Background: an optimization exercise with open tools, aiming at small area and a short achievable clock period. Do not read the settings as production practice. Function was not checked in any run shown here: the RTL went through the layout flow alone. No run shown here takes its clock network from TritonCTS; it comes from the design's own scripts or RTL. The clock port is modelled as an ideal driver, which makes a skipped or thinned clock tree look cheaper than it is; a real chip needs a root buffer or a tree. Power is estimated from default activity; no workload was simulated.

File: design.v
`timescale 1ns / 1ps
module FIFO_Project(clk, resetn, soft_reset, read_enb, write_enb, data_in,
                    data_out, valid, full);
input clk, resetn, soft_reset, read_enb, write_enb;
input [7:0] data_in;
output reg [7:0] data_out;
output reg valid;    
output reg full;
reg [7:0] fifo [0:15];
reg [3:0] lo_n, hi_n;    
wire last_is_0  = !lo_n[0] && !hi_n[0];
wire last_is_14 = !lo_n[2] && !hi_n[3];
wire clr = !resetn || soft_reset;
wire wr  = write_enb && !full;
wire rd  = read_enb && valid;
integer k;
always @(posedge clk)
    if (wr) begin
        fifo[0] <= data_in;
        for (k = 1; k < 16; k = k + 1)
            fifo[k] <= fifo[k - 1];
    end
wire [7:0] rdata;
FIFO_Read_Mux read_mux(.d({fifo[15], fifo[14], fifo[13], fifo[12], fifo[11], fifo[10], fifo[9], fifo[8],
                          fifo[7], fifo[6], fifo[5], fifo[4], fifo[3], fifo[2], fifo[1], fifo[0]}),
                       .lo_n(lo_n), .hi_n(hi_n), .q(rdata));
always @(posedge clk)
    if (clr)
        data_out <= 8'd0;
    else if (rd)
        data_out <= rdata;
wire [7:0] pos     = {hi_n, lo_n};
wire [7:0] pos_up  = {lo_n[3] ? hi_n : {hi_n[2:0], hi_n[3]}, lo_n[2:0], lo_n[3]};
wire [7:0] pos_dn  = {lo_n[0] ? hi_n : {hi_n[0], hi_n[3:1]}, lo_n[0], lo_n[3:1]};
wire [7:0] pos_rd   = (wr || last_is_0) ? pos : pos_dn;
wire [7:0] pos_nord = (wr && valid) ? pos_up : pos;
wire [7:0] pos_next;
FIFO_Pick8 pick_pos(.clr(clr), .sel(read_enb && valid), .a(pos_rd), .b(pos_nord), .q(pos_next));
always @(posedge clk)
    {hi_n, lo_n} <= pos_next;
wire full_next = !clr && !(read_enb && valid) && (wr ? (valid && last_is_14) : full);
always @(posedge clk) begin
    valid <= !clr && (wr || (valid && !(read_enb && last_is_0)));
    full  <= full_next;
end
endmodule
module FIFO_Read_Mux(input [127:0] d, input [3:0] lo_n, input [3:0] hi_n, output [7:0] q);
wire [15:0] s;
FIFO_Sel16 dec(.lo_n(lo_n), .hi_n(hi_n), .y(s));
genvar b;
generate
    for (b = 0; b < 8; b = b + 1) begin : bit_
        wire lo, hi;
        FIFO_AO8 g_lo(.s(s[7:0]),
                      .d({d[8*7+b], d[8*6+b], d[8*5+b], d[8*4+b], d[8*3+b], d[8*2+b], d[8*1+b], d[8*0+b]}),
                      .y(lo));
        FIFO_AO8 g_hi(.s(s[15:8]),
                      .d({d[8*15+b], d[8*14+b], d[8*13+b], d[8*12+b], d[8*11+b], d[8*10+b], d[8*9+b], d[8*8+b]}),
                      .y(hi));
        assign q[b] = lo || hi;
    end
endgenerate
endmodule
module FIFO_AO8(input [7:0] s, input [7:0] d, output y);
assign y = |(s & d);
endmodule
module FIFO_Sel16(input [3:0] lo_n, input [3:0] hi_n, output [15:0] y);
genvar k;
generate
    for (k = 0; k < 16; k = k + 1) begin : out_
        assign y[k] = !(lo_n[k % 4] || hi_n[k / 4]);
    end
endgenerate
endmodule
module FIFO_Pick8(input clr, input sel, input [7:0] a, input [7:0] b, output [7:0] q);
assign q = clr ? 8'b1110_1110 : sel ? a : b;
endmodule
`timescale 1ns / 1ps
module Synchronizer_Project(clk, resetn, valid, read_enb, soft_reset);
input clk, resetn, valid, read_enb;
output reg soft_reset;
reg [4:0] cnt;
always @(posedge clk)
    if (!resetn || !valid || read_enb) begin
        cnt <= 5'd0;
        soft_reset <= 1'b0;
    end else if (cnt == 5'b11000) begin
        cnt <= 5'd0;
        soft_reset <= 1'b1;
    end else begin
        cnt <= {cnt[3:0], ~(cnt[4] ^ cnt[2])};
        soft_reset <= 1'b0;
    end
endmodule
`timescale 1ns / 1ps
module FSM_Project(clk, resetn, soft_reset, pkt_valid, addr_in, empty_in,
                   fifo_full, parity_done, low_pkt_valid, addr,
                   detect_add, lfd_state, ld_state, lp_state, cpe_state,
                   full_state, laf_state, busy, write_enb);
input clk, resetn, soft_reset, pkt_valid;
input [1:0] addr_in;
input [2:0] empty_in;
input fifo_full, parity_done, low_pkt_valid;
output reg [2:0] addr;        
output detect_add, lfd_state, ld_state, lp_state, cpe_state, full_state, laf_state;
output reg busy;
output reg [2:0] write_enb;    
reg s_da, s_lfd, s_ld, s_lp, s_cpe, s_ffs, s_laf, s_wte;
wire [3:0] empty4 = {1'b0, empty_in};
wire hdr_ok     = pkt_valid && (addr_in != 2'd3);
wire hdr_empty  = empty4[addr_in];
wire addr_empty = |(addr & empty_in);
wire clr = !resetn || soft_reset;
wire n_da  = clr || (s_da && !hdr_ok) || (s_cpe && !fifo_full) || (s_laf && parity_done);
wire n_lfd = !clr && ((s_da && hdr_ok && hdr_empty) || (s_wte && addr_empty));
wire n_wte = !clr && ((s_da && hdr_ok && !hdr_empty) || (s_wte && !addr_empty));
wire n_ld  = !clr && (s_lfd || (s_ld && !fifo_full && pkt_valid) ||
                      (s_laf && !parity_done && !low_pkt_valid));
wire n_lp  = !clr && ((s_ld && !fifo_full && !pkt_valid) ||
                      (s_laf && !parity_done && low_pkt_valid));
wire n_cpe = !clr && s_lp;
wire n_ffs = !clr && ((s_ld || s_cpe || s_ffs) && fifo_full);
wire n_laf = !clr && s_ffs && !fifo_full;
wire n_busy = !clr && ((s_da && hdr_ok) || (s_ld && (fifo_full || !pkt_valid)) ||
                       s_lp || s_ffs || s_wte || (s_cpe && fifo_full) ||
                       (s_laf && !parity_done && low_pkt_valid));
wire [2:0] n_addr = s_da ? {addr_in == 2'd2, addr_in == 2'd1, addr_in == 2'd0} : addr;
wire n_we = n_ld || n_lp || n_laf;
always @(posedge clk) begin
    s_da  <= n_da;
    s_lfd <= n_lfd;
    s_wte <= n_wte;
    s_ld  <= n_ld;
    s_lp  <= n_lp;
    s_cpe <= n_cpe;
    s_ffs <= n_ffs;
    s_laf <= n_laf;
    busy  <= n_busy;
    write_enb <= {3{n_we}} & addr;
end
always @(posedge clk)
    addr <= n_addr;
assign detect_add = s_da;
assign lfd_state  = s_lfd;
assign ld_state   = s_ld;
assign lp_state   = s_lp;
assign cpe_state  = s_cpe;
assign full_state = s_ffs;
assign laf_state  = s_laf;
endmodule
`timescale 1ns / 1ps
module Register_Project(input clk, resetn, pkt_valid,
                        input [7:0] data_in,
                        input fifo_full, detect_add, ld_state, laf_state, lfd_state, cpe_state,
                        output reg err, parity_done, low_pkt_valid,
                        output reg [7:0] data_out);
reg [7:0] fifo_full_state_byte, internal_parity, packet_parity_byte;
always @(posedge clk)
    if (!resetn)
        parity_done <= 1'b0;
    else if (ld_state && !fifo_full && !pkt_valid)
        parity_done <= 1'b1;
    else if (laf_state && low_pkt_valid && !parity_done)
        parity_done <= 1'b1;
    else if (detect_add)
        parity_done <= 1'b0;
always @(posedge clk)
    if (!resetn)
        low_pkt_valid <= 1'b0;
    else if (ld_state && !pkt_valid)
        low_pkt_valid <= 1'b1;
    else if (cpe_state)
        low_pkt_valid <= 1'b0;
always @(posedge clk)
    if (ld_state && fifo_full)
        fifo_full_state_byte <= data_in;
always @(posedge clk)
    if (detect_add || (ld_state && !fifo_full))
        data_out <= data_in;
    else if (laf_state)
        data_out <= fifo_full_state_byte;
always @(posedge clk)
    if (lfd_state)
        internal_parity <= data_out;
    else if (ld_state && pkt_valid)
        internal_parity <= internal_parity ^ data_in;
    else if (detect_add)
        internal_parity <= 8'd0;
always @(posedge clk)
    if (ld_state && !pkt_valid)
        packet_parity_byte <= data_in;
always @(posedge clk)
    if (!resetn)
        err <= 1'b0;
    else if (parity_done)
        err <= internal_parity != packet_parity_byte;
endmodule
`timescale 1ns / 1ps
module Router_Top_Level_1x3(clock,resetn,read_enb_0,read_enb_1,read_enb_2,data_in,pkt_valid,data_out_0,data_out_1,data_out_2,valid_out_0,valid_out_1,valid_out_2,error,busy);
input clock,resetn,read_enb_0,read_enb_1,read_enb_2,pkt_valid;
input [7:0] data_in;
output valid_out_0,valid_out_1,valid_out_2,error,busy;
output [7:0] data_out_0,data_out_1,data_out_2;
wire [2:0] soft_reset, valid, full, read_enb;
wire [7:0] reg_out;
wire [2:0] addr;
wire detect_add, lfd_state, ld_state, lp_state, cpe_state, full_state, laf_state;
wire parity_done, low_pkt_valid;
assign read_enb = {read_enb_2, read_enb_1, read_enb_0};
assign valid_out_0 = valid[0];
assign valid_out_1 = valid[1];
assign valid_out_2 = valid[2];
wire fifo_full = |(addr & full);
wire [2:0] write_enb;
FIFO_Project fifo_0(.clk(clock), .resetn(resetn), .soft_reset(soft_reset[0]),
                    .read_enb(read_enb_0), .write_enb(write_enb[0]), .data_in(reg_out),
                    .data_out(data_out_0), .valid(valid[0]), .full(full[0]));
FIFO_Project fifo_1(.clk(clock), .resetn(resetn), .soft_reset(soft_reset[1]),
                    .read_enb(read_enb_1), .write_enb(write_enb[1]), .data_in(reg_out),
                    .data_out(data_out_1), .valid(valid[1]), .full(full[1]));
FIFO_Project fifo_2(.clk(clock), .resetn(resetn), .soft_reset(soft_reset[2]),
                    .read_enb(read_enb_2), .write_enb(write_enb[2]), .data_in(reg_out),
                    .data_out(data_out_2), .valid(valid[2]), .full(full[2]));
Synchronizer_Project sync_0(.clk(clock), .resetn(resetn), .valid(valid[0]),
                            .read_enb(read_enb_0), .soft_reset(soft_reset[0]));
Synchronizer_Project sync_1(.clk(clock), .resetn(resetn), .valid(valid[1]),
                            .read_enb(read_enb_1), .soft_reset(soft_reset[1]));
Synchronizer_Project sync_2(.clk(clock), .resetn(resetn), .valid(valid[2]),
                            .read_enb(read_enb_2), .soft_reset(soft_reset[2]));
FSM_Project fsm0(.clk(clock), .resetn(resetn), .soft_reset(|soft_reset),
                 .pkt_valid(pkt_valid), .addr_in(data_in[1:0]), .empty_in(~valid),
                 .fifo_full(fifo_full), .parity_done(parity_done), .low_pkt_valid(low_pkt_valid),
                 .addr(addr), .detect_add(detect_add), .lfd_state(lfd_state), .ld_state(ld_state),
                 .lp_state(lp_state), .cpe_state(cpe_state), .full_state(full_state),
                 .laf_state(laf_state), .busy(busy), .write_enb(write_enb));
Register_Project register(.clk(clock), .resetn(resetn), .pkt_valid(pkt_valid), .data_in(data_in),
                          .fifo_full(fifo_full), .detect_add(detect_add), .ld_state(ld_state),
                          .laf_state(laf_state), .lfd_state(lfd_state), .cpe_state(cpe_state),
                          .err(error), .parity_done(parity_done), .low_pkt_valid(low_pkt_valid),
                          .data_out(reg_out));
endmodule
File: flow/run.sh
#!/bin/bash
# Standard ORFS layout, except that the clock tree is a hand-built two-level
# inverter tree (flow/cts_hook.tcl) instead of TritonCTS's buffer H-tree, and
# the port buffers start as buf_4 instead of the smallest buffer.
set -euo pipefail
work=$(pwd)
bash standard.sh PRE_CTS_TCL="$work/flow/cts_hook.tcl" \
  BUFFER_PORTS_ARGS="-buffer_cell sky130_fd_sc_hd__buf_4" finish > "$work/standard.log" 2>&1
File: flow/cts_hook.tcl
proc cell_out { master } {
  foreach mt [$master getMTerms] {
    if {[$mt getIoType] eq "OUTPUT"} { return [$mt getName] }
  }
}
proc build_clock_tree { rows cols leaf_master root_master } {
  set db [ord::get_db]
  set block [ord::get_db_block]
  set clk [$block findNet clock]
  set sinks {}
  foreach it [$clk getITerms] {
    set bb [[$it getInst] getBBox]
    lappend sinks [list $it [expr {([$bb xMin] + [$bb xMax]) / 2}] [expr {([$bb yMin] + [$bb yMax]) / 2}]]
  }
  set n [llength $sinks]
  set lm [$db findMaster $leaf_master]
  set rm [$db findMaster $root_master]
  set lo [cell_out $lm]
  set ro [cell_out $rm]
  set nroot [expr {($rows > 1 ? 2 : 1) * ($cols > 1 ? 2 : 1)}]
  for {set q 0} {$q < $nroot} {incr q} {
    set rootnet($q) [odb::dbNet_create $block clknet_root_$q]
    $rootnet($q) setSigType CLOCK
    set qx($q) 0; set qy($q) 0; set qn($q) 0
  }
  set sinks [lsort -integer -index 2 $sinks]
  set i 0
  for {set r 0} {$r < $rows} {incr r} {
    set row [lsort -integer -index 1 [lrange $sinks [expr {$r * $n / $rows}] [expr {($r + 1) * $n / $rows - 1}]]]
    set m [llength $row]
    for {set c 0} {$c < $cols} {incr c} {
      set g [lrange $row [expr {$c * $m / $cols}] [expr {($c + 1) * $m / $cols - 1}]]
      set gx 0; set gy 0
      foreach s $g { incr gx [lindex $s 1]; incr gy [lindex $s 2] }
      set gx [expr {$gx / [llength $g]}]
      set gy [expr {$gy / [llength $g]}]
      set q [expr {($rows > 1 && $r >= $rows / 2 ? 2 : 0) + ($cols > 1 && $c >= $cols / 2 ? 1 : 0)}]
      if {$nroot == 2 && $rows == 1} { set q [expr {$c >= $cols / 2}] }
      incr qx($q) $gx; incr qy($q) $gy; incr qn($q)
      set buf [odb::dbInst_create $block $lm clkbuf_leaf_$i]
      set net [odb::dbNet_create $block clknet_leaf_$i]
      $net setSigType CLOCK
      $buf setLocation [expr {$gx - [$lm getWidth] / 2}] [expr {$gy - [$lm getHeight] / 2}]
      $buf setPlacementStatus PLACED
      [$buf findITerm A] connect $rootnet($q)
      [$buf findITerm $lo] connect $net
      foreach s $g {
        set it [lindex $s 0]
        $it disconnect
        $it connect $net
      }
      incr i
    }
  }
  for {set q 0} {$q < $nroot} {incr q} {
    set root [odb::dbInst_create $block $rm clkbuf_root_$q]
    set cx [expr {$qx($q) / $qn($q)}]; set cy [expr {$qy($q) / $qn($q)}]
    $root setLocation [expr {$cx - [$rm getWidth] / 2}] [expr {$cy - [$rm getHeight] / 2}]
    $root setPlacementStatus PLACED
    [$root findITerm A] connect $clk
    [$root findITerm $ro] connect $rootnet($q)
  }
  puts "clock tree: $n sinks, $i leaves, $nroot roots"
}

# Sourced by ORFS cts.tcl as PRE_CTS_TCL: the clock tree is built by
# build_clock_tree above in place of TritonCTS; the rest of cts.tcl (legalizing,
# timing repair) runs unchanged. The tree has no inverter that
# repair_clock_inverters should clone, so that step is skipped.
rename repair_clock_inverters orfs_repair_clock_inverters
proc repair_clock_inverters { args } {}
rename clock_tree_synthesis orfs_clock_tree_synthesis
proc clock_tree_synthesis { args } {
  build_clock_tree 4 4 sky130_fd_sc_hd__inv_12 sky130_fd_sc_hd__inv_16
  set_propagated_clock [all_clocks]
}
File: standard.sh
#!/bin/bash
# synth_recipe.tcl (not shown) runs the flow's synth.tcl, then flattens the netlist and writes it again
# the make line also repeats each setting of config.mk as NAME=value (left out here)
make -C /OpenROAD-flow-scripts/flow DESIGN_CONFIG=/design/flow/config.mk WORK_HOME=/design/flow/orfs CLKGATE_MAP_FILE= SYNTH_SCRIPT=/design/flow/synth_recipe.tcl "${@:-finish}"
File: config.mk
export PLATFORM = sky130hd
export DESIGN_NAME = Router_Top_Level_1x3
export DESIGN_NICKNAME = Router_Top_Level_1x3
export VERILOG_FILES = /design/flow/design.v
export SDC_FILE = /design/flow/constraint.sdc
export NUM_CORES = 4
export LEC_CHECK = 0
export CAP_MARGIN = 20
export CORE_MARGIN = 2
export CORE_UTILIZATION = 55
export PLACE_DENSITY = 0.65
export SETUP_SLACK_MARGIN = 3.36
export SLEW_MARGIN = 20
export SYNTH_HIERARCHICAL = 1
export SYNTH_MINIMUM_KEEP_SIZE = 0
File: constraint.sdc
create_clock -name core_clock -period 5.0 [get_ports {clock}]
set_input_delay 1.0000 -clock core_clock [delete_from_list [all_inputs] [get_ports {clock}]]
set_output_delay 1.0000 -clock core_clock [all_outputs]
set_load 0.01 [all_outputs]
==> impl_metrics.tcl, run 1 <==
set metrics [dict create \
    dieArea_sq_mm 0.0361 \
    final_cells 1745 \
    grt_pass1_wl_microns 59700 \
    whs_path_depth 0 \
    drv_cap 0 \
    synthFlopType "edfxtp_1" \
    critPathMaxStageDelay_ns 0.42 \
    avgSynthCellArea_sq_um 16.1 \
    ios 43 \
    max_slew_margin 0.618 \
    dr_total_vias 10600 \
    crit_path_start_kind "flip-flop" \
    ir_worst_vdd_mv 0.200 \
    rsz0062_at_grt "true" \
    die_h_microns 190 \
    pwr-share-comb 0.027 \
    ant_nets 0 \
    drv_slew 0 \
    hpwl_microns 23700 \
    setup_viol 0 \
    yosys_warnings 11 \
    async_flop_share 0 \
    p_int_mw 4.92 \
    placed_cell_area_sq_mm 0.0200 \
    initialDrtViolationCount 954 \
    fin_crit_sh 0.341 \
    critical_path_buf_inv_count 1 \
    drive_gt1_frac 0.253 \
    die_w_microns 190 \
    crit_slowest_cell "dfxtp_4" \
    power_density_mw_per_mm2 301 \
    port-buffer-count 42 \
    final_common_cell "edfxtp_1" \
    nNetsFinal 1305 \
    path_class "flip-flop to primary output" \
    fin_crit_ns 1.71 \
    critPathTopFamily "flip-flops" \
    first_global_vias 10300 \
    overflow 0 \
    worstMarginPinSlew_ns 0.572 \
    p_switching_mw 1.49 \
    critPathCaptureType "primary output" \
    netlist_area_sq_mm 0.0190 \
    core_sq_mm 0.0343 \
    worstHoldPathType "flip-flop to flip-flop" \
    synthToLayoutAreaGrowth_pct 11.9 \
    hold_violations 0 \
    synth_fp_nets 1198 \
    finClkSkew_ns 0.0109 \
    drt-pass1-iter-count 5 \
    place.gp.congestion 0.810 \
    final_cell_mix "419 x edfxtp_1, 192 x a22oi_1, 62 x nand2_1" \
    fmax_ghz 0.586 \
    placedCellCount 1671 \
    synthCells 1184 \
    rows 68 \
    final_cell_area_sq_mm 0.0213 \
    track_usage 0.213 \
    worstRegToRegCells 5 \
    worstSkewPairLatency_ns 0.17 \
    synth-edff-count 419 \
    cts_hold_buffers 0 \
    yosysTopAreaCellShare 0.661 \
    pwr-share-clk 0.244 \
    swShare 0.233 \
    seq_power_share 0.729 \
    yosys.area.top_type "edfxtp_1" \
    routed_wirelength_microns 39000 \
    wl_per_cell_microns 22.3 \
    clk_pin_slew_ns 0.11 \
    power.leakage_nw 6.77 \
    synth.distinct_cells 63 \
    cp_max_fo 4 \
    holdWs_ns 0.458 \
    start_util 0.555 \
    crit_required_ns 4.00 \
    yosys_register_bits 506 \
    outcome "no timing/DRC/antenna violations" \
    finalSetupTns_ns 0 \
    antenna_found_initial 0 \
    power_mw 6.41 \
    grt_max_degree 67 \
    synthTopCellsByArea "edfxtp_1 66%, dfxtp_1 9.1%, a22oi_1 7.6%" \
    route.detailed.drc 0 \
    arrival_ns 0.71 \
    crit_cells 1 \
    seq_area_frac_synth 0.752 \
    path_cells "buf_6" \
    via_per_inst 6.07 \
]
## power groups by stage
stage	Sequential, mW	Clock (mW)	Combinational, mW
global placement	4.78	0	0.149
global route	4.69	1.74	0.187
CTS	4.68	1.62	0.170
detailed placement	4.78	0	0.151
floorplan	4.74	0	0.107
finish	4.68	1.56	0.172
## path summary, 6_finish.rpt
kind | from | end | slack (ns)
min reg2reg | fifo_2.fifo[2][5] | fifo_2.fifo[3][5] | 0.46
max reg2reg | fsm0.addr[1] | register.data_out[4] | 3.34
max | fifo_1.valid | valid_out_1 | 3.29
min | fifo_2.fifo[2][5] | fifo_2.fifo[3][5] | 0.46
## synthesized netlist by cell type (all sizes together), types with 2 or more instances
| master | number |
|---|---|
| dfxtp | 87 |
| nor3 | 4 |
| or2 | 24 |
| a222oi | 2 |
| nand3b | 10 |
| a22o | 3 |
| inv | 12 |
| o31a | 3 |
| and2 | 18 |
| nand2 | 65 |
| mux2i | 7 |
| nor4b | 3 |
| and3b | 6 |
| and3 | 3 |
| nand4 | 48 |
| xnor2 | 12 |
| clkinv | 3 |
| edfxtp | 419 |
| a21oi | 34 |
| a311oi | 3 |
| nor2b | 19 |
| o21ai | 12 |
| mux2 | 41 |
| a22oi | 192 |
| nand3 | 2 |
| and2b | 2 |
| nor2 | 80 |
| o21a | 2 |
| nand2b | 14 |
| xor2 | 7 |
| buf | 7 |
| clkbuf | 3 |
| a211o | 19 |
| a31oi | 5 |
## kinds of logic (layout without fill, tap and decap cells)
logic type	Yosys count	after routing	synth area share
AO/OA/AOI/OAI	285	286	0.111
buffers and inverters	25	129	0.00697
AND/OR/NAND/NOR	301	301	0.0917
multiplexers	48	48	0.0291
flip-flops	506	506	0.752
other	0	1	0
XOR/XNOR	19	19	0.00874
## area by class of cell
cell class / count / area, sq um
sequential: 506 / 14400
fill: 2495 / 13000
multi-input combinational: 654 / 4870
timing repair buffer: 85 / 785
tap: 455 / 569
inverter: 35 / 526
timing repair inverter: 9 / 128
antenna: 1 / 2.50
## modules after synthesis (local to each module, per instance)
module,cells inside,flip-flops and latches
FIFO_Pick8,18,0
Router_Top_Level_1x3,6,0
Synchronizer_Project,15,6
FIFO_Project,206,146
FIFO_Sel16,16,0
FIFO_AO8,5,0
Register_Project,95,35
FIFO_Read_Mux,8,0
FSM_Project,54,15
## metal layers
metal  up-vias  track usage  wire length [microns]
met4         0       0.0373                    739
met5         -            0                      0
met2       291        0.341                  18200
met3        41       0.0205                   2180
li1       4926            -                      -
met1      5339        0.323                  17900
## registers in the layout, indices dropped and copies added, names as in the netlist, 3 cells and up
signal,count
register.data_out,8
fifo_0.lo_n,4
register.fifo_full_state_byte,8
fifo_1.lo_n,4
fifo_2.hi_n,4
fsm0.write_enb,3
sync_0.cnt,5
sync_2.cnt,5
register.internal_parity,8
fifo_1.hi_n,4
fifo_0.hi_n,4
fifo_2.lo_n,4
fifo_1.fifo,128
fifo_0.data_out,8
sync_1.cnt,5
fifo_1.data_out,8
fifo_0.fifo,128
fifo_2.fifo,128
fifo_2.data_out,8
register.packet_parity_byte,8
fsm0.addr,3
## repair_timing
item / 4_1_cts / 5_1_grt
setup buffers: 35 / 8
pin swaps: 9 / 8
resized for setup: 140 / 44
gates cloned: 10 / 0
setup endpoints to repair: 116 / 107
## per-stage QoR
step                setup WS [ns]  utilization
floorplan                    3.30            -
global placement             3.01        0.584
detailed placement           2.99        0.584
CTS                          3.30        0.616
global route                 3.22        0.621
finish                       3.29        0.621
==> inputs of run 2 (changes only) <==
--- a/design.v
+++ b/design.v
@@ -1,9 +1,10 @@
 `timescale 1ns / 1ps
 module FIFO_Project(clk, resetn, soft_reset, read_enb, write_enb, data_in,
-                    data_out, valid, full);
+                    data_out, valid, empty, full);
 input clk, resetn, soft_reset, read_enb, write_enb;
 input [7:0] data_in;
 output reg [7:0] data_out;
 output reg valid;    
+output reg empty;    
 output reg full;
 reg [7:0] fifo [0:15];
@@ -13,5 +14,5 @@
 wire clr = !resetn || soft_reset;
 wire wr  = write_enb && !full;
-wire rd  = read_enb && valid;
+wire rd  = read_enb && !empty;
 integer k;
 always @(posedge clk)
@@ -34,12 +35,14 @@
 wire [7:0] pos_dn  = {lo_n[0] ? hi_n : {hi_n[0], hi_n[3:1]}, lo_n[0], lo_n[3:1]};
 wire [7:0] pos_rd   = (wr || last_is_0) ? pos : pos_dn;
-wire [7:0] pos_nord = (wr && valid) ? pos_up : pos;
+wire [7:0] pos_nord = (wr && !empty) ? pos_up : pos;
 wire [7:0] pos_next;
-FIFO_Pick8 pick_pos(.clr(clr), .sel(read_enb && valid), .a(pos_rd), .b(pos_nord), .q(pos_next));
+FIFO_Pick8 pick_pos(.clr(clr), .sel(read_enb && !empty), .a(pos_rd), .b(pos_nord), .q(pos_next));
 always @(posedge clk)
     {hi_n, lo_n} <= pos_next;
-wire full_next = !clr && !(read_enb && valid) && (wr ? (valid && last_is_14) : full);
+wire full_next = !clr && !(read_enb && !empty) && (wr ? (!empty && last_is_14) : full);
+wire valid_next = !clr && (wr || (!empty && !(read_enb && last_is_0)));
 always @(posedge clk) begin
-    valid <= !clr && (wr || (valid && !(read_enb && last_is_0)));
+    valid <= valid_next;
+    empty <= !valid_next;
     full  <= full_next;
 end
@@ -202,5 +205,5 @@
 output valid_out_0,valid_out_1,valid_out_2,error,busy;
 output [7:0] data_out_0,data_out_1,data_out_2;
-wire [2:0] soft_reset, valid, full, read_enb;
+wire [2:0] soft_reset, valid, empty, full, read_enb;
 wire [7:0] reg_out;
 wire [2:0] addr;
@@ -215,19 +218,19 @@
 FIFO_Project fifo_0(.clk(clock), .resetn(resetn), .soft_reset(soft_reset[0]),
                     .read_enb(read_enb_0), .write_enb(write_enb[0]), .data_in(reg_out),
-                    .data_out(data_out_0), .valid(valid[0]), .full(full[0]));
+                    .data_out(data_out_0), .valid(valid[0]), .empty(empty[0]), .full(full[0]));
 FIFO_Project fifo_1(.clk(clock), .resetn(resetn), .soft_reset(soft_reset[1]),
                     .read_enb(read_enb_1), .write_enb(write_enb[1]), .data_in(reg_out),
-                    .data_out(data_out_1), .valid(valid[1]), .full(full[1]));
+                    .data_out(data_out_1), .valid(valid[1]), .empty(empty[1]), .full(full[1]));
 FIFO_Project fifo_2(.clk(clock), .resetn(resetn), .soft_reset(soft_reset[2]),
                     .read_enb(read_enb_2), .write_enb(write_enb[2]), .data_in(reg_out),
-                    .data_out(data_out_2), .valid(valid[2]), .full(full[2]));
-Synchronizer_Project sync_0(.clk(clock), .resetn(resetn), .valid(valid[0]),
+                    .data_out(data_out_2), .valid(valid[2]), .empty(empty[2]), .full(full[2]));
+Synchronizer_Project sync_0(.clk(clock), .resetn(resetn), .valid(!empty[0]),
                             .read_enb(read_enb_0), .soft_reset(soft_reset[0]));
-Synchronizer_Project sync_1(.clk(clock), .resetn(resetn), .valid(valid[1]),
+Synchronizer_Project sync_1(.clk(clock), .resetn(resetn), .valid(!empty[1]),
                             .read_enb(read_enb_1), .soft_reset(soft_reset[1]));
-Synchronizer_Project sync_2(.clk(clock), .resetn(resetn), .valid(valid[2]),
+Synchronizer_Project sync_2(.clk(clock), .resetn(resetn), .valid(!empty[2]),
                             .read_enb(read_enb_2), .soft_reset(soft_reset[2]));
 FSM_Project fsm0(.clk(clock), .resetn(resetn), .soft_reset(|soft_reset),
-                 .pkt_valid(pkt_valid), .addr_in(data_in[1:0]), .empty_in(~valid),
+                 .pkt_valid(pkt_valid), .addr_in(data_in[1:0]), .empty_in(empty),
                  .fifo_full(fifo_full), .parity_done(parity_done), .low_pkt_valid(low_pkt_valid),
                  .addr(addr), .detect_add(detect_add), .lfd_state(lfd_state), .ld_state(ld_state),
--- a/config.mk
+++ b/config.mk
@@ -10,5 +10,5 @@
 export CORE_UTILIZATION = 55
 export PLACE_DENSITY = 0.65
-export SETUP_SLACK_MARGIN = 3.36
+export SETUP_SLACK_MARGIN = 3.33
 export SLEW_MARGIN = 20
 export SYNTH_HIERARCHICAL = 1
==> run 2 against run 1 <==
  * Wire length up 0.59%
  * Final cell count down 0.52%
  * Hold slack worse by 0.0075 ns
  * Sequential power about the same
  * Die area up 0.27%
  * Worst setup slack better by 0.011 ns
  * Sequential share of layout area up 0.54 points
  * Register-to-register slack worse by 0.04 ns
  * Maximum frequency up 0.64%
  * Flip-flop and latch count up 3
==> impl_metrics.tcl, run 2 <==
set metrics [dict create \
    crit_required_ns 4.92 \
    grt_pass1_wl_microns 59900 \
    async_flop_share 0 \
    synthTopCellsByArea "edfxtp_1 66%, dfxtp_1 9.4%, a22oi_1 7.6%" \
    yosys_warnings 11 \
    die_w_microns 190 \
    synth.distinct_cells 63 \
    met1_length_microns 18000 \
    power_density_mw_per_mm2 305 \
    dieArea_sq_mm 0.0362 \
    fill_cells 2630 \
    drt-pass1-iter-count 5 \
    placed_cell_area_sq_mm 0.0200 \
    start_util 0.555 \
    worstMarginPinSlew_ns 0.605 \
    antenna_cells 0 \
    die_h_microns 190 \
    synth_most_common_cell "edfxtp_1" \
    power.leakage_nw 6.73 \
    dr_total_vias 10500 \
    initialDrtViolationCount 897 \
    track_usage 0.212 \
    reg_top3 "fifo_0.fifo (128), fifo_1.fifo (128), fifo_2.fifo (128)" \
    fmax_ghz 0.590 \
    hold_violations 0 \
    worstSkewPairLatency_ns 0.17 \
    synth_commonest_cells "419 x edfxtp_1, 192 x a22oi_1, 90 x dfxtp_1" \
    yosys.area.top_type "edfxtp_1" \
    rsz0062_at_grt "true" \
    routed_wirelength_microns 39200 \
    via_per_inst 6.04 \
    port-buffer-count 42 \
    wl_met3_microns 1680 \
    nNetsFinal 1297 \
    arrival_ns 1.62 \
    antenna_found_initial 0 \
    max_slew_margin 0.596 \
    core_sq_mm 0.0344 \
    setup_viol 0 \
    critPathMaxStageDelay_ns 0.44 \
    synth-edff-count 419 \
    wl_per_cell_microns 22.6 \
    drv_slew 0 \
    path_class "flip-flop to flip-flop" \
    netlist_area_sq_mm 0.0191 \
    post-route-util 0.617 \
    critPathCaptureType "flip-flop" \
    final_cell_mix "419 x edfxtp_1, 192 x a22oi_1, 62 x nand2_1" \
    drv_cap 0 \
    crit_slowest_cell "edfxtp_1" \
    wl_met2_microns 18800 \
    synthToLayoutAreaGrowth_pct 11.1 \
    ant_nets 0 \
    clk_pin_slew_ns 0.12 \
    hpwl_microns 23900 \
    outcome "no timing/DRC/antenna violations" \
    synthFlopType "edfxtp_1" \
    ios 43 \
    top_layer "met4" \
    yosys_register_bits 509 \
    avgSynthCellArea_sq_um 16.0 \
    final_common_cell "edfxtp_1" \
    grt_max_degree 68 \
    yosysTopAreaCellShare 0.659 \
    finClkSkew_ns 0.0140 \
    fin_crit_sh 0.339 \
    synthCells 1193 \
    worstHoldPathType "flip-flop to flip-flop" \
    overflow 0 \
    drive_gt1_frac 0.258 \
    final_cell_area_sq_mm 0.0212 \
    holdWs_ns 0.451 \
    synth_fp_nets 1207 \
    finalSetupTns_ns 0 \
    ir_worst_vdd_mv 0.220 \
    cp_max_fo 5 \
    cts_hold_buffers 0 \
    seq_area_frac_synth 0.753 \
    crit_path_start_kind "flip-flop" \
    path_cells "a222oi_1 -> inv_2 -> inv_4 -> a21oi_4 -> mux2_2" \
    fin_crit_ns 1.70 \
    first_global_vias 10400 \
    place.gp.congestion 0.776 \
    route.detailed.drc 0 \
    rows 68 \
]
run 2: path summary, 6_finish.rpt:
| kind | startpoint | endpoint | depth (start not counted) | slack [ns] |
|---|---|---|---|---|
| worst min register to register | fifo_2.fifo[0][2] | fifo_2.fifo[1][2] | 0 | 0.45 |
| worst max register to register | fsm0.addr[1] | register.data_out[3] | 5 | 3.30 |
| worst max-delay path | fsm0.addr[1] | register.data_out[3] | 5 | 3.30 |
| worst min-delay path | fifo_2.fifo[0][2] | fifo_2.fifo[1][2] | 0 | 0.45 |
run 2: final cells by class:
| type | instances | area, sq um | share of cell area |
|---|---|---|---|
| multi-input combinational | 657 | 4930 | 0.233 |
| inverter | 35 | 498 | 0.0235 |
| timing repair buffer | 71 | 654 | 0.0309 |
| sequential | 509 | 14500 | 0.682 |
| tap | 455 | 569 | 0.0268 |
| timing repair inverter | 9 | 83.8 | 0.00395 |
run 2: power breakdown:
group	internal, mW	switching (mW)
Clock	0.242	1.32
Sequential	4.64	0.0748
Combinational	0.0769	0.115
Total	4.96	1.51
run 2: routing by layer:
metal,vias to the layer above,track usage
met5,-,0
met2,235,0.343
met4,0,0.0379
met1,5293,0.320
met3,45,0.0191
li1,4918,-
run 2: logic make-up after synthesis:
logic type / Yosys count / synth area share
DFF: 509 / 0.753
and+or+nand+nor: 304 / 0.0911
AOI/OAI and AO/OA: 285 / 0.111
muxes: 48 / 0.0279
buffers and inverters: 28 / 0.00773
xor gates and xnor gates: 19 / 0.00872
run 2: critical path: cells and delay by family (launching register included):
kind                   cells  cell delay [ns]
muxes                      1             0.30
DFF                        1             0.44
AOI/OAI and AO/OA          2             0.47
buffers and inverters      2             0.23
run 2: per-module statistics from Yosys (local to each module, per instance):
module,flops+latches,times used
FIFO_Project,147,3
FIFO_Sel16,0,3
Register_Project,35,1
FIFO_Read_Mux,0,3
Router_Top_Level_1x3,0,1
FIFO_AO8,0,48
Synchronizer_Project,6,3
FIFO_Pick8,0,3
FSM_Project,15,1
run 2: repair_timing:
item,4_1_cts,5_1_grt
pin swaps,9,16
setup endpoints to repair,108,139
setup buffers,19,10
gates cloned,8,2
gates resized for setup,133,72
run 2: metrics by stage:
stage          setup slack (ns)  cells  power [mW]
2_1_floorplan              3.25   1193        4.89
5_1_grt                    3.24   1736        6.68
3_3_place_gp               2.76   1677        4.97
3_5_place_dp               2.77   1677        4.98
6_report                   3.30   1736        6.47
4_1_cts                    3.27   1724        6.53
==> inputs of run 3 (changes only) <==
--- a/config.mk
+++ b/config.mk
@@ -10,5 +10,5 @@
 export CORE_UTILIZATION = 55
 export PLACE_DENSITY = 0.65
-export SETUP_SLACK_MARGIN = 3.33
+export SETUP_SLACK_MARGIN = 3.38
 export SLEW_MARGIN = 20
 export SYNTH_HIERARCHICAL = 1
==> run 3 against run 2 <==
  * Still clean
  * Global-route usage is 0.41 points higher
  * Critical path depth is 2 higher
  * Clock power hardly changed
  * Maximum frequency is 1.7% lower
  * Combinational power is 9% higher
  * Critical path type unchanged
  * Largest cell class unchanged
  * Highest routed layer unchanged
==> impl_metrics.tcl, run 3 <==
set metrics [dict create \
    outcome "no timing/DRC/antenna violations" \
    core_sq_mm 0.0344 \
    start_util 0.555 \
    power_density_mw_per_mm2 299 \
    cts_hold_buffers 0 \
    crit_slowest_cell "dfxtp_4" \
    ir_worst_vdd_mv 0.219 \
    yosys.area.top_type "edfxtp_1" \
    routed_wirelength_microns 40200 \
    final_cell_area_sq_mm 0.0217 \
    track_usage 0.216 \
    placedCellCount 1677 \
    reg_top3 "fifo_0.fifo (128), fifo_1.fifo (128), fifo_2.fifo (128)" \
    ios 43 \
    critical_path_buf_inv_count 4 \
    wl_met2_microns 19000 \
    finClkSkew_ns 0.0177 \
    power.leakage_nw 7.00 \
    worstSkewPairLatency_ns 0.18 \
    yosysTopAreaCellShare 0.659 \
    critPathTopFamily "buffers and inverters" \
    wl_met3_microns 2140 \
    arrival_ns 1.65 \
    antenna_cells 0 \
    drt-pass1-iter-count 5 \
    overflow 0 \
    drv_slew 0 \
    die_w_microns 190 \
    yosys_warnings 11 \
    async_flop_share 0 \
    top_layer "met4" \
    port-buffer-count 42 \
    final_cell_mix "419 x edfxtp_1, 192 x a22oi_1, 62 x nand2_1" \
    grt_pass1_wl_microns 60800 \
    synth_commonest_cells "419 x edfxtp_1, 192 x a22oi_1, 90 x dfxtp_1" \
    netlist_area_sq_mm 0.0191 \
    drv_cap 0 \
    max_slew_margin 0.548 \
    hold_violations 0 \
    synth-edff-count 419 \
    rsz0062_at_grt "true" \
    crit_required_ns 4.93 \
    grt_max_degree 67 \
    fin_crit_sh 0.345 \
    dr_total_vias 10600 \
    fin_crit_ns 1.73 \
    synth_most_common_cell "edfxtp_1" \
    avgSynthCellArea_sq_um 16.0 \
    synth.distinct_cells 63 \
    path_class "flip-flop to flip-flop" \
    final_cells 1761 \
    path_cells "buf_12 -> a222oi_1 -> buf_4 -> inv_6 -> inv_6 -> a21oi_4 -> mux2_4" \
    hpwl_microns 23600 \
    first_global_vias 10300 \
    placed_cell_area_sq_mm 0.0200 \
    setup_viol 0 \
    route.detailed.drc 0 \
    crit_path_start_kind "flip-flop" \
    rows 68 \
    synthTopCellsByArea "edfxtp_1 66%, dfxtp_1 9.4%, a22oi_1 7.6%" \
    dieArea_sq_mm 0.0362 \
    clk_pin_slew_ns 0.11 \
    initialDrtViolationCount 1147 \
    yosys_register_bits 509 \
    synthToLayoutAreaGrowth_pct 13.6 \
    via_per_inst 6.03 \
    drive_gt1_frac 0.279 \
    critPathCaptureType "flip-flop" \
    seq_area_frac_synth 0.753 \
    worstHoldPathType "flip-flop to flip-flop" \
    worstMarginPinSlew_ns 0.677 \
    finalSetupTns_ns 0 \
    final_common_cell "edfxtp_1" \
    wl_per_cell_microns 22.8 \
    antenna_found_initial 1 \
    met1_length_microns 18300 \
    synthFlopType "edfxtp_1" \
    nNetsFinal 1322 \
    place.gp.congestion 0.766 \
    ant_nets 0 \
    synthCells 1193 \
    die_h_microns 190 \
    fmax_ghz 0.579 \
    synth_fp_nets 1207 \
    crit_top_cell "inv_6" \
    cp_max_fo 5 \
    critPathMaxStageDelay_ns 0.38 \
]
## run 3: where the power goes
group	leakage, nW	switching [mW]	internal (mW)
clock	0.156	1.33	0.243
sequential	4.56	0.0757	4.64
combinational	2.29	0.121	0.0877
total	7.00	1.53	4.97
## run 3: layout make-up
cell class / count / area [sq um]
fill: 2563 / 12700
inverter: 35 / 518
multi-input combinational: 657 / 5090
sequential: 509 / 14500
tap: 455 / 569
timing repair buffer: 91 / 887
timing repair inverter: 14 / 134
## run 3: final timing paths
kind                           from              endpoint  slack, ns  cells after the start
hold reg to reg   fifo_2.fifo[9][5]    fifo_2.fifo[10][5]       0.45                      0
setup / recovery        fifo_1.full  register.data_out[0]       3.27                      7
hold / removal    fifo_2.fifo[9][5]    fifo_2.fifo[10][5]       0.45                      0
setup reg to reg        fifo_1.full  register.data_out[0]       3.27                      7
## run 3: what timing repair did
| item | in CTS | in global routing |
|---|---|---|
| pin swaps | 20 | 15 |
| gates cloned | 11 | 4 |
| setup buffers | 32 | 17 |
| endpoints found under the setup margin | 136 | 227 |
| gates resized for setup | 194 | 74 |
## run 3: kinds of logic after synthesis
| family | after synthesis | share of synthesized area |
|---|---|---|
| AO/OA/AOI/OAI | 285 | 0.111 |
| multiplexers | 48 | 0.0279 |
| flip-flops | 509 | 0.753 |
| AND/OR/NAND/NOR | 304 | 0.0911 |
| buffers and inverters | 28 | 0.00773 |
| XOR/XNOR | 19 | 0.00872 |
## run 3: Yosys stat by module (local to each module, per instance)
module | copies in the design | flops+latches | cells inside | cell area [sq um]
FIFO_Project | 3 | 147 | 209 | 4640
Register_Project | 1 | 35 | 95 | 1450
FSM_Project | 1 | 15 | 54 | 609
Synchronizer_Project | 3 | 6 | 15 | 195
FIFO_Pick8 | 3 | 0 | 18 | 143
FIFO_Sel16 | 3 | 0 | 16 | 60.1
FIFO_Read_Mux | 3 | 0 | 8 | 50.0
FIFO_AO8 | 48 | 0 | 5 | 36.3
Router_Top_Level_1x3 | 1 | 0 | 6 | 31.3
## run 3: metrics by stage
stage	setup WS [ns]	power (mW)	hold WS, ns	util
6_report	3.27	6.50	0.449	0.631
5_1_grt	3.21	6.70	0.466	0.631
4_1_cts	3.28	6.53	0.460	0.618
3_5_place_dp	2.77	4.98	0.433	0.581
3_3_place_gp	2.77	4.97	0.428	0.581
2_1_floorplan	3.25	4.89	0.427	-
## run 3: per-layer routing
metal,track usage,vias up
met1,0.335,5329
met5,0,-
met2,0.340,270
met4,0.0382,0
met3,0.0204,48
li1,-,4969
==> inputs of run 4 (changes only) <==
--- a/design.v
+++ b/design.v
@@ -1,5 +1,5 @@
 `timescale 1ns / 1ps
 module FIFO_Project(clk, resetn, soft_reset, read_enb, write_enb, data_in,
-                    data_out, valid, empty, full);
+                    data_out, valid, empty, full, full_next);
 input clk, resetn, soft_reset, read_enb, write_enb;
 input [7:0] data_in;
@@ -8,8 +8,7 @@
 output reg empty;    
 output reg full;
+output full_next;
 reg [7:0] fifo [0:15];
-reg [3:0] lo_n, hi_n;    
-wire last_is_0  = !lo_n[0] && !hi_n[0];
-wire last_is_14 = !lo_n[2] && !hi_n[3];
+reg [3:0] last;      
 wire clr = !resetn || soft_reset;
 wire wr  = write_enb && !full;
@@ -25,5 +24,5 @@
 FIFO_Read_Mux read_mux(.d({fifo[15], fifo[14], fifo[13], fifo[12], fifo[11], fifo[10], fifo[9], fifo[8],
                           fifo[7], fifo[6], fifo[5], fifo[4], fifo[3], fifo[2], fifo[1], fifo[0]}),
-                       .lo_n(lo_n), .hi_n(hi_n), .q(rdata));
+                       .sel(last), .q(rdata));
 always @(posedge clk)
     if (clr)
@@ -31,15 +30,12 @@
     else if (rd)
         data_out <= rdata;
-wire [7:0] pos     = {hi_n, lo_n};
-wire [7:0] pos_up  = {lo_n[3] ? hi_n : {hi_n[2:0], hi_n[3]}, lo_n[2:0], lo_n[3]};
-wire [7:0] pos_dn  = {lo_n[0] ? hi_n : {hi_n[0], hi_n[3:1]}, lo_n[0], lo_n[3:1]};
-wire [7:0] pos_rd   = (wr || last_is_0) ? pos : pos_dn;
-wire [7:0] pos_nord = (wr && !empty) ? pos_up : pos;
-wire [7:0] pos_next;
-FIFO_Pick8 pick_pos(.clr(clr), .sel(read_enb && !empty), .a(pos_rd), .b(pos_nord), .q(pos_next));
-always @(posedge clk)
-    {hi_n, lo_n} <= pos_next;
-wire full_next = !clr && !(read_enb && !empty) && (wr ? (!empty && last_is_14) : full);
-wire valid_next = !clr && (wr || (!empty && !(read_enb && last_is_0)));
+wire [3:0] last_rd   = wr ? last : (last == 4'd0 ? 4'd0 : last - 4'd1);
+wire [3:0] last_nord = (wr && !empty) ? last + 4'd1 : last;
+wire [3:0] last_next;
+FIFO_Pick4 pick_last(.clr(clr), .sel(read_enb && !empty), .a(last_rd), .b(last_nord), .q(last_next));
+always @(posedge clk)
+    last <= last_next;
+assign full_next = !clr && !(read_enb && !empty) && (wr ? (!empty && last == 4'd14) : full);
+wire valid_next = !clr && (wr || (!empty && !(read_enb && last == 4'd0)));
 always @(posedge clk) begin
     valid <= valid_next;
@@ -48,7 +44,7 @@
 end
 endmodule
-module FIFO_Read_Mux(input [127:0] d, input [3:0] lo_n, input [3:0] hi_n, output [7:0] q);
+module FIFO_Read_Mux(input [127:0] d, input [3:0] sel, output [7:0] q);
 wire [15:0] s;
-FIFO_Sel16 dec(.lo_n(lo_n), .hi_n(hi_n), .y(s));
+FIFO_Dec16 dec(.a(sel), .y(s));
 genvar b;
 generate
@@ -68,5 +64,8 @@
 assign y = |(s & d);
 endmodule
-module FIFO_Sel16(input [3:0] lo_n, input [3:0] hi_n, output [15:0] y);
+module FIFO_Dec16(input [3:0] a, output [15:0] y);
+wire [3:0] lo_n, hi_n;
+FIFO_Dec4n dec_lo(.a(a[1:0]), .y_n(lo_n));
+FIFO_Dec4n dec_hi(.a(a[3:2]), .y_n(hi_n));
 genvar k;
 generate
@@ -76,6 +75,9 @@
 endgenerate
 endmodule
-module FIFO_Pick8(input clr, input sel, input [7:0] a, input [7:0] b, output [7:0] q);
-assign q = clr ? 8'b1110_1110 : sel ? a : b;
+module FIFO_Dec4n(input [1:0] a, output [3:0] y_n);
+assign y_n = ~(4'd1 << a);
+endmodule
+module FIFO_Pick4(input clr, input sel, input [3:0] a, input [3:0] b, output [3:0] q);
+assign q = clr ? 4'd0 : sel ? a : b;
 endmodule
 `timescale 1ns / 1ps
@@ -105,5 +107,5 @@
 input [2:0] empty_in;
 input fifo_full, parity_done, low_pkt_valid;
-output reg [2:0] addr;        
+output reg [1:0] addr;
 output detect_add, lfd_state, ld_state, lp_state, cpe_state, full_state, laf_state;
 output reg busy;
@@ -113,5 +115,5 @@
 wire hdr_ok     = pkt_valid && (addr_in != 2'd3);
 wire hdr_empty  = empty4[addr_in];
-wire addr_empty = |(addr & empty_in);
+wire addr_empty = empty4[addr];
 wire clr = !resetn || soft_reset;
 wire n_da  = clr || (s_da && !hdr_ok) || (s_cpe && !fifo_full) || (s_laf && parity_done);
@@ -128,5 +130,5 @@
                        s_lp || s_ffs || s_wte || (s_cpe && fifo_full) ||
                        (s_laf && !parity_done && low_pkt_valid));
-wire [2:0] n_addr = s_da ? {addr_in == 2'd2, addr_in == 2'd1, addr_in == 2'd0} : addr;
+wire [1:0] n_addr = s_da ? addr_in : addr;
 wire n_we = n_ld || n_lp || n_laf;
 always @(posedge clk) begin
@@ -140,5 +142,5 @@
     s_laf <= n_laf;
     busy  <= n_busy;
-    write_enb <= {3{n_we}} & addr;
+    write_enb <= {3{n_we}} & {addr == 2'd2, addr == 2'd1, addr == 2'd0};
 end
 always @(posedge clk)
@@ -207,5 +209,5 @@
 wire [2:0] soft_reset, valid, empty, full, read_enb;
 wire [7:0] reg_out;
-wire [2:0] addr;
+wire [1:0] addr;
 wire detect_add, lfd_state, ld_state, lp_state, cpe_state, full_state, laf_state;
 wire parity_done, low_pkt_valid;
@@ -214,15 +216,22 @@
 assign valid_out_1 = valid[1];
 assign valid_out_2 = valid[2];
-wire fifo_full = |(addr & full);
+wire [2:0] full_next;
+wire [3:0] full_next4 = {1'b0, full_next};
+reg fifo_full;
+always @(posedge clock)
+    fifo_full <= full_next4[addr];
 wire [2:0] write_enb;
 FIFO_Project fifo_0(.clk(clock), .resetn(resetn), .soft_reset(soft_reset[0]),
                     .read_enb(read_enb_0), .write_enb(write_enb[0]), .data_in(reg_out),
-                    .data_out(data_out_0), .valid(valid[0]), .empty(empty[0]), .full(full[0]));
+                    .data_out(data_out_0), .valid(valid[0]), .empty(empty[0]), .full(full[0]),
+                    .full_next(full_next[0]));
 FIFO_Project fifo_1(.clk(clock), .resetn(resetn), .soft_reset(soft_reset[1]),
                     .read_enb(read_enb_1), .write_enb(write_enb[1]), .data_in(reg_out),
-                    .data_out(data_out_1), .valid(valid[1]), .empty(empty[1]), .full(full[1]));
+                    .data_out(data_out_1), .valid(valid[1]), .empty(empty[1]), .full(full[1]),
+                    .full_next(full_next[1]));
 FIFO_Project fifo_2(.clk(clock), .resetn(resetn), .soft_reset(soft_reset[2]),
                     .read_enb(read_enb_2), .write_enb(write_enb[2]), .data_in(reg_out),
-                    .data_out(data_out_2), .valid(valid[2]), .empty(empty[2]), .full(full[2]));
+                    .data_out(data_out_2), .valid(valid[2]), .empty(empty[2]), .full(full[2]),
+                    .full_next(full_next[2]));
 Synchronizer_Project sync_0(.clk(clock), .resetn(resetn), .valid(!empty[0]),
                             .read_enb(read_enb_0), .soft_reset(soft_reset[0]));
--- a/config.mk
+++ b/config.mk
@@ -10,5 +10,5 @@
 export CORE_UTILIZATION = 55
 export PLACE_DENSITY = 0.65
-export SETUP_SLACK_MARGIN = 3.38
+export SETUP_SLACK_MARGIN = 3.3
 export SLEW_MARGIN = 20
 export SYNTH_HIERARCHICAL = 1
==> run 4 against run 3 <==
  * Highest routed layer unchanged
  * Combinational power is 32% lower
  * Total power is 3.4% lower
  * Critical path type unchanged
  * Hold slack better by 0.0039 ns
  * Worst setup slack worse by 0.0079 ns
  * Wire length is 1.1% lower
==> impl_metrics.tcl, run 4 <==
set metrics [dict create \
    setup_slack_ns 3.27 \
    fin_crit_sh 0.347 \
    async_flop_share 0 \
    core_sq_mm 0.0335 \
    synthFlopType "edfxtp_1" \
    place.gp.congestion 0.768 \
    crit_path_start_kind "flip-flop" \
    worstHoldPathType "flip-flop to flip-flop" \
    yosys_warnings 12 \
    overflow 0 \
    seq_area_frac_synth 0.754 \
    synthToLayoutAreaGrowth_pct 15.1 \
    outcome "no timing/DRC/antenna violations" \
    final_common_cell "edfxtp_1" \
    dr_total_vias 10600 \
    arrival_ns 1.79 \
    crit_required_ns 5.06 \
    start_util 0.559 \
    wl_per_cell_microns 22.7 \
    worstSkewPairLatency_ns 0.17 \
    die_h_microns 189 \
    avgSynthCellArea_sq_um 15.8 \
    initialDrtViolationCount 835 \
    critPathCaptureType "flip-flop" \
    setup_viol 0 \
    first_global_vias 10200 \
    holdWs_ns 0.453 \
    cp_max_fo 8 \
    max_slew_margin 0.595 \
    ant_nets 0 \
    synthTopCellsByArea "edfxtp_1 67%, dfxtp_1 8.4%, a22oi_1 7.7%" \
    antenna_found_initial 0 \
    yosys_register_bits 497 \
    power.leakage_nw 6.90 \
    dieArea_sq_mm 0.0356 \
    die_w_microns 189 \
    clk_pin_slew_ns 0.11 \
    power_density_mw_per_mm2 291 \
    synth_commonest_cells "418 x edfxtp_1, 192 x a22oi_1, 79 x dfxtp_1" \
    cts_hold_buffers 0 \
    reg_top3 "fifo_0.fifo (128), fifo_1.fifo (128), fifo_2.fifo (128)" \
    drt-pass1-iter-count 5 \
    synth_fp_nets 1213 \
    place_ws_ns 2.38 \
    route.detailed.drc 0 \
    drive_gt1_frac 0.248 \
    via_per_inst 6.03 \
    port-buffer-count 42 \
    top_layer "met4" \
    synth_most_common_cell "edfxtp_1" \
    ios 43 \
    final_cell_mix "418 x edfxtp_1, 158 x a22oi_1, 87 x buf_4" \
    crit_slowest_cell "dfxtp_4" \
    track_usage 0.213 \
    power_mw 6.28 \
    critPathMaxStageDelay_ns 0.46 \
    antenna_cells 0 \
    synth.distinct_cells 57 \
    path_class "flip-flop to flip-flop" \
    finClkSkew_ns 0.0104 \
    synth-edff-count 418 \
    wl_met3_microns 2020 \
    netlist_area_sq_mm 0.0187 \
    yosys.area.top_type "edfxtp_1" \
    nNetsFinal 1336 \
    path_cells "or2_4 -> nor2_4 -> buf_12 -> a22oi_2 -> nand4_1 -> or2_1 -> nand2_1 -> a21oi_1" \
    drv_cap 0 \
    yosysTopAreaCellShare 0.670 \
    wl_met2_microns 19000 \
    rows 67 \
    met1_length_microns 18100 \
    synthCells 1187 \
    ir_worst_vdd_mv 0.236 \
    routed_wirelength_microns 39800 \
    hold_violations 0 \
    grt_max_degree 70 \
    rsz0062_at_grt "true" \
    fin_crit_ns 1.73 \
    worstMarginPinSlew_ns 0.606 \
    grt_pass1_wl_microns 59300 \
    finalSetupTns_ns 0 \
    hpwl_microns 24200 \
    drv_slew 0 \
    fmax_ghz 0.577 \
]
## run 4: cell count changes in the layout (fill, tap and decap cells not counted), moves of 12 or more
cell     before  now
a22oi_1     192  158
dfxtp_1      30   53
nor2_4       14   48
ha_1          0   12
buf_4        48   87
dfxtp_2      45   11
inv_1         5   17
buf_6        37    6
a22oi_2       0   34
nor2_2       37    0
mux2_4       24    3
a211o_2      12    0
## run 4: worst paths after layout
kind	cells after the start	endpoint	slack, ns	startpoint
max reg2reg	8	fifo_0.data_out[4]	3.27	fifo_0.last[0]
min reg2reg	0	fifo_2.fifo[15][4]	0.45	fifo_2.fifo[14][4]
min	0	fifo_2.fifo[15][4]	0.45	fifo_2.fifo[14][4]
max	8	fifo_0.data_out[4]	3.27	fifo_0.last[0]
## run 4: final cells by class
type	count	area [sq um]
Multi-Input combinational cell	658	5250
Tap cell	448	561
Timing Repair Buffer	112	1110
Inverter	41	449
Fill cell	2432	12000
Sequential cell	497	14200
## run 4: critical path: cells and delay by family (launching register included)
family          cells  cell delay, ns
compound gates      2            0.21
buf+inv             1            0.14
flops               1            0.46
simple gates        5            0.80
## run 4: Yosys stat by module, one instance, submodules excluded
module | cells inside | cell area [sq um] | flip-flops and latches | times used
FIFO_AO8 | 5 | 36.3 | 0 | 48
Synchronizer_Project | 15 | 195 | 6 | 3
Router_Top_Level_1x3 | 8 | 60.1 | 1 | 1
FSM_Project | 55 | 584 | 14 | 1
Register_Project | 95 | 1450 | 35 | 1
FIFO_Dec16 | 16 | 60.1 | 0 | 3
FIFO_Pick4 | 9 | 60.1 | 0 | 3
FIFO_Project | 207 | 4560 | 143 | 3
FIFO_Read_Mux | 8 | 50.0 | 0 | 3
FIFO_Dec4n | 4 | 22.5 | 0 | 6
## run 4: per-stage QoR
stage          cells  cell area [sq um]  utilization
2_1_floorplan   1187              18800            -
3_3_place_gp    1667              19700        0.586
3_5_place_dp    1667              19700        0.586
4_1_cts         1699              20700        0.619
5_1_grt         1756              21600        0.643
6_report        1756              21600        0.643
## run 4: logic make-up (layout without fill, tap and decap cells)
kind of cell,after synthesis,in the layout,synth area share
multiplexers,26,26,0.0152
buffers and inverters,34,153,0.00888
adder cells (fa/ha/maj),12,12,0.00801
flip-flops,497,497,0.754
AO/OA/AOI/OAI,274,274,0.105
AND/OR/NAND/NOR,316,318,0.0963
XOR/XNOR,28,28,0.0131
## run 4: routing by layer
layer	track usage	vias up
met3	0.0186	47
met2	0.343	265
met5	0	-
li1	-	4926
met1	0.328	5343
met4	0.0328	0
## run 4: power by group
| part | switching (mW) | internal (mW) |
|---|---|---|
| registers | 0.0626 | 4.51 |
| clock network | 1.31 | 0.242 |
| logic | 0.0822 | 0.0608 |
## run 4: repair_timing
| action | in CTS | in global routing |
|---|---|---|
| setup endpoints to repair | 161 | 76 |
| gates resized for setup | 171 | 74 |
| setup buffers | 7 | 56 |
| pin swaps | 3 | 57 |
| gates cloned | 5 | 1 |
==> inputs of run 5 (changes only) <==
--- a/config.mk
+++ b/config.mk
@@ -10,5 +10,5 @@
 export CORE_UTILIZATION = 55
 export PLACE_DENSITY = 0.65
-export SETUP_SLACK_MARGIN = 3.3
+export SETUP_SLACK_MARGIN = 3.33
 export SLEW_MARGIN = 20
 export SYNTH_HIERARCHICAL = 1
==> run 5 against run 4 <==
  * Sequential share of layout area is 0.98 points higher
  * Wire length is 3.6% lower
  * Worst setup slack better by 0.0089 ns
  * Combinational power is 6% lower
  * Via count is 0.69% lower
  * Global-route usage is 0.12 points lower
  * Design area is 1.4% lower
  * Largest cell class unchanged
==> impl_metrics.tcl, run 5 <==
set metrics [dict create \
    place.gp.congestion 0.772 \
    drt-pass1-iter-count 5 \
    synth_commonest_cells "418 x edfxtp_1, 192 x a22oi_1, 79 x dfxtp_1" \
    overflow 0 \
    fin_crit_ns 1.73 \
    synthFlopType "edfxtp_1" \
    yosysTopAreaCellShare 0.670 \
    synthToLayoutAreaGrowth_pct 13.4 \
    rsz0062_at_grt "true" \
    yosys.area.top_type "edfxtp_1" \
    synth-edff-count 418 \
    seq_power_share 0.732 \
    p_int_mw 4.81 \
    r2r_start "fifo_2.last[1]" \
    placed_cell_area_sq_mm 0.0197 \
    pwr-share-clk 0.246 \
    synthCells 1187 \
    whs_path_depth 2 \
    core_sq_mm 0.0335 \
    via_per_inst 6.04 \
    antenna_cells 0 \
    ios 43 \
    ant_nets 0 \
    start_util 0.559 \
    grt_max_degree 105 \
    drv_slew 0 \
    synth_fp_nets 1213 \
    power_density_mw_per_mm2 294 \
    rows 67 \
    reg_top3 "fifo_0.fifo (128), fifo_1.fifo (128), fifo_2.fifo (128)" \
    die_w_microns 189 \
    dr_total_vias 10500 \
    yosys_warnings 12 \
    die_h_microns 189 \
    path_class "input port to flip-flop" \
    multi_input_area_sq_mm 0.00514 \
    hpwl_microns 23800 \
    whs_endpoint "fifo_0.data_out[1]" \
    finClkSkew_ns 0.0108 \
    first_global_vias 10300 \
    hold_violations 0 \
    netlist_area_sq_mm 0.0187 \
    worstSkewPairLatency_ns 0.17 \
    synthTopCellsByArea "edfxtp_1 67%, dfxtp_1 8.4%, a22oi_1 7.7%" \
    final-seq-area_sq_mm 0.0142 \
    worstRegToRegCells 7 \
    port-buffer-count 42 \
    worstMarginPinSlew_ns 0.840 \
    p_switching_mw 1.44 \
    swShare 0.230 \
    place_ws_ns 2.51 \
    drv_cap 0 \
    final_cell_mix "418 x edfxtp_1, 170 x a22oi_1, 68 x nand2_1, 68 x buf_4, 51 x nand4_1" \
    drive_gt1_frac 0.234 \
    final_common_cell "edfxtp_1" \
    worstHoldPathType "flip-flop to flip-flop" \
    arrival_ns 1.82 \
    synth_most_common_cell "edfxtp_1" \
    initialDrtViolationCount 887 \
    dieArea_sq_mm 0.0356 \
    async_flop_share 0 \
    worstHoldStart "fifo_0.data_out[1]" \
    route.detailed.drc 0 \
    finalSetupTns_ns 0 \
    power.leakage_nw 6.78 \
    wl_per_cell_microns 22.0 \
    routed_wirelength_microns 38400 \
    setup_slack_ns 3.27 \
    ir_worst_vdd_mv 0.207 \
    fill_cells 2492 \
    track_usage 0.212 \
    grt_pass1_wl_microns 59400 \
    setup_viol 0 \
    avgSynthCellArea_sq_um 15.8 \
    r2r_setup_slack_ns 3.31 \
    seq_area_frac_synth 0.754 \
    antenna_found_initial 0 \
    final_cell_area_sq_mm 0.0213 \
    crit_path_start_kind "input port" \
    max_slew_margin 0.438 \
    cp_max_fo 13 \
    pwr-share-comb 0.021 \
    critPathCaptureType "flip-flop" \
    rr_endpoint "fifo_2.data_out[2]" \
    fmax_ghz 0.580 \
    crit_required_ns 5.10 \
    fin_crit_sh 0.345 \
    clk_pin_slew_ns 0.11 \
    synth.distinct_cells 57 \
    outcome "no timing/DRC/antenna violations" \
    yosys_register_bits 497 \
    nNetsFinal 1321 \
]
[run 5: final cells by class]
class                           count  share of cell area
Tap cell                          448              0.0264
Timing Repair Buffer               98              0.0428
Multi-Input combinational cell    657               0.242
Inverter                           41              0.0209
Sequential cell                   497               0.668
[run 5: critical path, stage by stage]
cell      delay [ns]
buf_4           0.13
nand2b_4        0.17
inv_8           0.09
nor3_2          0.20
mux2i_1         0.09
o21ai_0         0.14
[run 5: worst max-delay path by stage]
stage / from / to / slack (ns) / cells past startpoint
floorplan: read_enb_2 / fifo_2.last[1] / 3.30 / 6
global placement: resetn / fifo_full / 2.48 / 5
detailed placement: resetn / fifo_full / 2.51 / 5
CTS: resetn / fifo_full / 3.19 / 5
global route: fifo_0.last[0] / fifo_0.data_out[3] / 3.24 / 8
finish: read_enb_1 / fifo_full / 3.27 / 6
[run 5: timing repair]
action	CTS	global route
resized for setup	182	62
gates cloned	1	0
setup buffers	28	23
setup endpoints to repair	376	88
hold buffers	0	0
pin swaps	9	44
[run 5: logic make-up (layout without fill, tap and decap cells)]
logic type      after synthesis  after routing  share of synthesized area
compound gates              274            274                      0.105
xor+xnor                     28             28                     0.0131
fa+ha+maj                    12             12                    0.00801
buf+inv                      34            139                    0.00888
flops                       497            497                      0.754
mux                          26             26                     0.0152
simple gates                316            317                     0.0963
[run 5: power groups by stage]
stage          logic (mW)  clock network, mW  registers, mW
2_1_floorplan      0.0842                  0           4.65
3_3_place_gp        0.125                  0           4.67
3_5_place_dp        0.126                  0           4.68
4_1_cts             0.130               1.59           4.58
5_1_grt             0.147               1.72           4.58
6_report            0.134               1.54           4.57
[run 5: metrics by stage]
step,power (mW),std cells,utilization,hold WS (ns)
final,6.25,1741,0.634,0.459
after global routing,6.45,1741,0.634,0.465
after CTS,6.29,1718,0.621,0.459
after detailed placement,4.80,1669,0.586,0.435
after global placement,4.80,1669,0.586,0.428
after floorplan,4.73,1187,-,0.427
[run 5: per-module statistics from Yosys (local to each module, per instance), excerpt]
module / flops+latches / times used / cells inside
Router_Top_Level_1x3: 1 / 1 / 8
FSM_Project: 14 / 1 / 55
FIFO_AO8: 0 / 48 / 5
FIFO_Project: 143 / 3 / 207
FIFO_Dec4n: 0 / 6 / 4
FIFO_Read_Mux: 0 / 3 / 8
[run 5: metal layers]
layer / global-route usage / up-vias / part of all wire
li1: - / 4878 / -
met1: 0.326 / 5317 / 0.46
met2: 0.332 / 264 / 0.47
met3: 0.0244 / 49 / 0.052
met4: 0.0415 / 0 / 0.020
met5: 0 / - / 0

afterwards: timing with drivers on the ports:
How much do the figures lean on ideal ports? The routed layouts below were timed once more, with nothing changed but the port constraints. Step 1 assumes that a clkbuf_16 drives the clock port and a buf_2 every other input. Step 2 moves the port delays by t, midway between the first and last clock arrival at a register: inputs arrive t later, outputs are due t later. That takes back most of the time a late clock gives input paths. Slacks: no drivers / after step 1 / after step 2; pairs: no drivers / after step 1.
run	t (ns)	setup WS [ns]	worst data-port slew with drivers (ns)
run 1	0.382	3.293 / 3.077 / 3.157	0.05
run 2	0.379	3.304 / 3.123 / 3.148	0.05
run 3	0.386	3.274 / 3.110 / 3.158	0.06
run 4	0.375	3.266 / 3.119 / 3.083	0.06
run 5	0.382	3.275 / 3.116 / 3.085	0.05
After both steps every run listed still meets setup and hold. For run 5, which loses most, drivers alone change the setup slack by -0.159 ns; drivers and shift together by -0.190 ns.
